This is an optimization exercise on Yosys and OpenROAD, whose aim is small area, a short achievable clock period and few clock cycles per item, not a production implementation. Only simulation tests tie the RTL to the original design; equivalence was not proved. Power figures rest on the tool's default switching activity, not on a simulated workload.

// shift_add_multiplier
module shift_add_multiplier #(
    parameter integer WIDTH = 16
) (
    input wire clk,
    input wire reset_n,
    input wire tvalid_slave_1,
    input signed [WIDTH-1:0] tdata_slave_1,
    output wire tready_slave_1,
    input wire tvalid_slave_2,
    input signed [WIDTH-1:0] tdata_slave_2,
    output wire tready_slave_2,
    output reg tvalid_master,
    output reg signed [WIDTH-1:0] tdata_master,
    input wire tready_master
);
  reg held_1;
  reg held_2;
  reg [WIDTH-1:0] factor_a;
  reg [WIDTH-1:0] factor_b;
  wire [WIDTH-1:0] product;
  reg mid_valid_1;
  reg pipe_s126;
  reg pipe_s129;
  reg pipe_s128;
  reg pipe_s130;
  reg pipe_s133;
  reg pipe_s132;
  reg pipe_s113;
  reg pipe_s144;
  reg pipe_s145;
  reg pipe_s119;
  reg pipe_s146;
  reg pipe_s147;
  reg pipe_s123;
  reg pipe_s148;
  reg pipe_s149;
  reg pipe_s150;
  reg pipe_s127;
  reg pipe_s151;
  reg pipe_s131;
  reg pipe_s152;
  reg pipe_s135;
  reg pipe_s167;
  reg pipe_s166;
  reg pipe_s168;
  reg pipe_g193;
  reg pipe_p194;
  reg pipe_g191;
  reg pipe_p192;
  reg pipe_G212;
  reg pipe_P213;
  reg pipe_G224;
  reg pipe_P225;
  reg pipe_x288;
  reg pipe_pp3;
  reg pipe_p182;
  reg pipe_r264;
  reg pipe_r265;
  reg pipe_r266;
  reg pipe_r267;
  wire room_1 = ~mid_valid_1 | ~tvalid_master;
  wire room_2 = ~tvalid_master;
  wire advance_1 = held_1 & held_2 & (room_1 | tready_master);
  wire advance_2 = mid_valid_1 & (room_2 | tready_master);
  ...
clock: 5.0 ns
lec_check: 0
cap_margin: 0
core_margin: 2
core_utilization: 40
gpl_timing_driven: 0
setup_slack_margin: 2.2
slew_margin: 0
synth_hierarchical: 1
standard.sh (not shown) runs the stock make flow with config.mk's settings and CLKGATE_MAP_FILE= SYNTH_SCRIPT=/design/flow/synth_recipe.tcl, a recipe that flattens the netlist after the stock synthesis.
==> flow/flow/run.sh <==
#!/bin/bash
# The standard layout (standard.sh), with the port buffers that global
# placement inserts made from the smallest buffer cell instead of the default.
set -euo pipefail
export BUFFER_PORTS_ARGS="-buffer_cell sky130_fd_sc_hd__buf_1"
bash standard.sh > standard.log 2>&1
The baseline finished with timing, DRC and antenna clean.
Testbench counts at the start, summed over its fixed seeds: cycles 1,224, items 1,200.
Edit:
--- a/flow/config.mk
+++ b/flow/config.mk
@@ -6,9 +6,8 @@
 export NUM_CORES = 4
 export LEC_CHECK = 0
-export CAP_MARGIN = 0
+export CAP_MARGIN = 20
 export CORE_MARGIN = 2
 export CORE_UTILIZATION = 40
-export GPL_TIMING_DRIVEN = 0
-export SETUP_SLACK_MARGIN = 2.2
-export SLEW_MARGIN = 0
+export SETUP_SLACK_MARGIN = 2.5
+export SLEW_MARGIN = 20
 export SYNTH_HIERARCHICAL = 1
After rerunning: The changed run finished clean. Clock power is higher by 25%. Core utilization came out higher by 2.5 points. Routed wire length increases by about 2.7%. Clock skew is about the same. Total power grows by about 8%. Cell area went up by about 5%. Synthesized cell count does not change.
Edit:
--- a/flow/config.mk
+++ b/flow/config.mk
@@ -9,5 +9,6 @@
 export CORE_MARGIN = 2
 export CORE_UTILIZATION = 40
-export SETUP_SLACK_MARGIN = 2.5
+export CTS_BUF_LIST = sky130_fd_sc_hd__clkbuf_8
+export SETUP_SLACK_MARGIN = 2.2
 export SLEW_MARGIN = 20
 export SYNTH_HIERARCHICAL = 1
Outcome: Via count fell by 1.0%; count of clock-buffer cells in the layout does not change; final area fell by 4.3%; synthesized cell count stays the same; wire length is about the same; sequential cell count is unchanged; sequential share of layout area grows by 1.5 points.
Edit:
--- a/flow/config.mk
+++ b/flow/config.mk
@@ -9,5 +9,4 @@
 export CORE_MARGIN = 2
 export CORE_UTILIZATION = 40
-export CTS_BUF_LIST = sky130_fd_sc_hd__clkbuf_8
 export SETUP_SLACK_MARGIN = 2.2
 export SLEW_MARGIN = 20
The new run ran to the end with no violations.
Routed wire length stays flat.
Cell area went up by 1.2%.
Setup slack hardly moves.
Core utilization went up by 0.60 points.
Total power went up by 6.6%.

---

shift_add_multiplier, a different RTL version from the one above (not shown whole).
For scale: roughly 410 cells after synthesis, ~98 flip-flops, roughly 56 I/O pins.
clock: 5.0 ns
lec_check: 0
cap_margin: 0
core_margin: 2
core_utilization: 40
cts_buf_list: sky130_fd_sc_hd__clkbuf_8
gpl_timing_driven: 0
setup_slack_margin: 2.4
slew_margin: 0
synth_hierarchical: 1
Scripts as last shown in full above: flow/flow/run.sh
Testbench counts at the start, summed over its fixed seeds: cycles 1,224, items 1,200.
==> next run, changes <==
--- a/flow/config.mk
+++ b/flow/config.mk
@@ -13 +13 @@
-export SETUP_SLACK_MARGIN = 2.4
+export SETUP_SLACK_MARGIN = 2.2
Outcome: Routed wire length is lower by 4.6%; utilization went down by 2.1 points; total power drops by 6.3%; clock skew is about the same; via count drops by about 0.7%; die area stays the same; final cell count goes down by about 1.8%; worst setup slack degrades by 110 ps; flip-flop and latch count does not change; synthesized area does not change.

---

shift_add_multiplier, a different RTL version from the one above (not shown whole).
For scale: about 480 cells after synthesis, roughly 96 flip-flops.
clock: 5.0 ns
lec_check: 0
cap_margin: 0
core_margin: 2
core_utilization: 40
cts_buf_list: sky130_fd_sc_hd__clkbuf_8
gpl_timing_driven: 0
setup_slack_margin: 2.3
slew_margin: 0
synth_hierarchical: 1
Scripts as last shown in full above: flow/flow/run.sh
The first run went through all stages and came out clean.
Testbench counts at the start, summed over its fixed seeds: cycles 1,224, items 1,200.
Rerun with:
SETUP_SLACK_MARGIN = 2.5   (was 2.3)
Result: Routed wire length rises by 5.2%. Critical path depth is unchanged. Power is higher by 4.7%. Hold slack loses 0.0036 ns. Synthesized cell count stays the same.

---

## build 25
shift_add_multiplier, a different RTL version from the one above (not shown whole).
Size: roughly 410 cells after synthesis, ~90 flip-flops, roughly 0.0059 mm² of cells after synthesis.
Settings: LEC_CHECK=0, CAP_MARGIN=20, CORE_MARGIN=2, CORE_UTILIZATION=40, SLEW_MARGIN=20, SYNTH_HIERARCHICAL=1; clock period 5.0 ns.
run.sh (not shown) runs the stock make flow with config.mk's settings and CLKGATE_MAP_FILE= SYNTH_SCRIPT=/design/flow/synth_recipe.tcl, a recipe that flattens the netlist after the stock synthesis.
Stock flow here: none of the scripts above is used.
Both conditions hold for build 25: the flow ran to the end and the final layout passed the timing, design-rule and antenna checks.
Testbench counts of build 25, summed over its fixed seeds: cycles 1,224, items 1,200.
Setup changes, build 25 to build 78
Settings: SETUP_SLACK_MARGIN: unset -> 2.2.
==> flow/flow/run.sh (new file) <==
#!/bin/bash
# The standard layout (standard.sh), with the port buffers that global
# placement inserts made from the smallest buffer cell instead of the default.
set -euo pipefail
export BUFFER_PORTS_ARGS="-buffer_cell sky130_fd_sc_hd__buf_1"
bash standard.sh > standard.log 2>&1
==> flow/standard.sh (new file) <==
#!/bin/bash
# synth_recipe.tcl (not shown) runs the flow's synth.tcl, then flattens the netlist and writes it again
# the make line also repeats each setting of config.mk as NAME=value (left out here)
make -C /OpenROAD-flow-scripts/flow DESIGN_CONFIG=/design/flow/config.mk WORK_HOME=/design/flow/orfs CLKGATE_MAP_FILE= SYNTH_SCRIPT=/design/flow/synth_recipe.tcl "${@:-finish}"
removed: flow/run.sh
## What came out
- Taking build 78 over build 25, the global-route wire length before repair ratio works out to 1.06.
- Build 25 -> build 78: post-synth net total delta 0, exact match
- Row cell depth of the worst setup path: build 78 lower / build 25 higher
Input-level comparison between build 47 and build 78:
Settings: SETUP_SLACK_MARGIN now 2.6, was 2.2.
==> flow/run.sh (new file) <==
#!/bin/bash
# synth_recipe.tcl (not shown) runs the flow's synth.tcl, then flattens the netlist and writes it again
# the make line also repeats each setting of config.mk as NAME=value (left out here)
make -C /OpenROAD-flow-scripts/flow DESIGN_CONFIG=/design/flow/config.mk WORK_HOME=/design/flow/orfs CLKGATE_MAP_FILE= SYNTH_SCRIPT=/design/flow/synth_recipe.tcl finish
removed: flow/flow/run.sh
removed: flow/standard.sh
Notes after the runs:
Build 47 against build 78: final standard cell utilization of the core up 5.3 points, post-CTS setup repair buffer count rose by 24, worst stage delay on the critical path dropped 0.42 ns. [compare] base=build 78 new=build 47: global routing met1 resource utilization rose by 0.40 points, all-layer global routing usage rose by 0.69 points, area of all placed cells without fillers rose by 760 µm², final wirelength rose by 3.4%.
Input-level comparison between build 15 and build 47:
Settings: SETUP_SLACK_MARGIN: 2.6 -> 2.2.
## What came out
As far as multi-input logic portion of the cell area is concerned, build 47 and build 15 perform about the same.
Re number of design rule violations left after detail routing: no difference whatsoever between build 47 and build 15.
Looking at build 47 and build 15, the worst setup slack is a wash.

## what the ideal ports hide
In the flow no input, the clock included, has a driving cell. The finished layouts below were timed again as built, in two steps.
Step 1 sets driving cells, clkbuf_16 on the clock port and buf_2 on the other inputs (assumed; they add their load-dependent delay and slew).
Step 2 times the ports against the registers' clock, not the clock port: input delays grow and output delays shrink by t, the midpoint of the rising clock arrivals with the driver on.
Three values: ideal, step 1, step 2; two values: the first two.
run	shift t [ns]	slack for setup (ns)	hold WS [ns]
the first run of note 1	0.388	2.180 / 2.180 / 2.180	0.419 / 0.419 / 0.419
the second run of note 1	0.391	2.169 / 2.169 / 2.169	0.420 / 0.420 / 0.420
the third run of note 1	0.411	2.202 / 2.202 / 2.202	0.427 / 0.427 / 0.427
the fourth run of note 1	0.388	2.200 / 2.200 / 2.200	0.420 / 0.420 / 0.420
the first run of note 2	0.408	2.361 / 2.361 / 2.361	0.425 / 0.425 / 0.425
the second run of note 2	0.406	2.247 / 2.247 / 2.247	0.426 / 0.426 / 0.426
the first run of note 3	0.418	2.416 / 2.416 / 2.397	0.431 / 0.431 / 0.431
the second run of note 3	0.415	2.551 / 2.528 / 2.403	0.427 / 0.427 / 0.427
build 25	0.389	1.353 / 1.353 / 1.353	0.425 / 0.425 / 0.425
build 78	0.385	2.167 / 2.167 / 2.167	0.419 / 0.419 / 0.419
build 47	0.390	2.157 / 2.126 / 2.126	0.426 / 0.426 / 0.426
build 15	0.399	2.160 / 2.129 / 2.129	0.419 / 0.419 / 0.419
After both steps setup and hold are still met in every run listed. For the second run of note 3, which loses most, drivers alone change the setup slack by -0.023 ns; drivers and shift together by -0.148 ns.
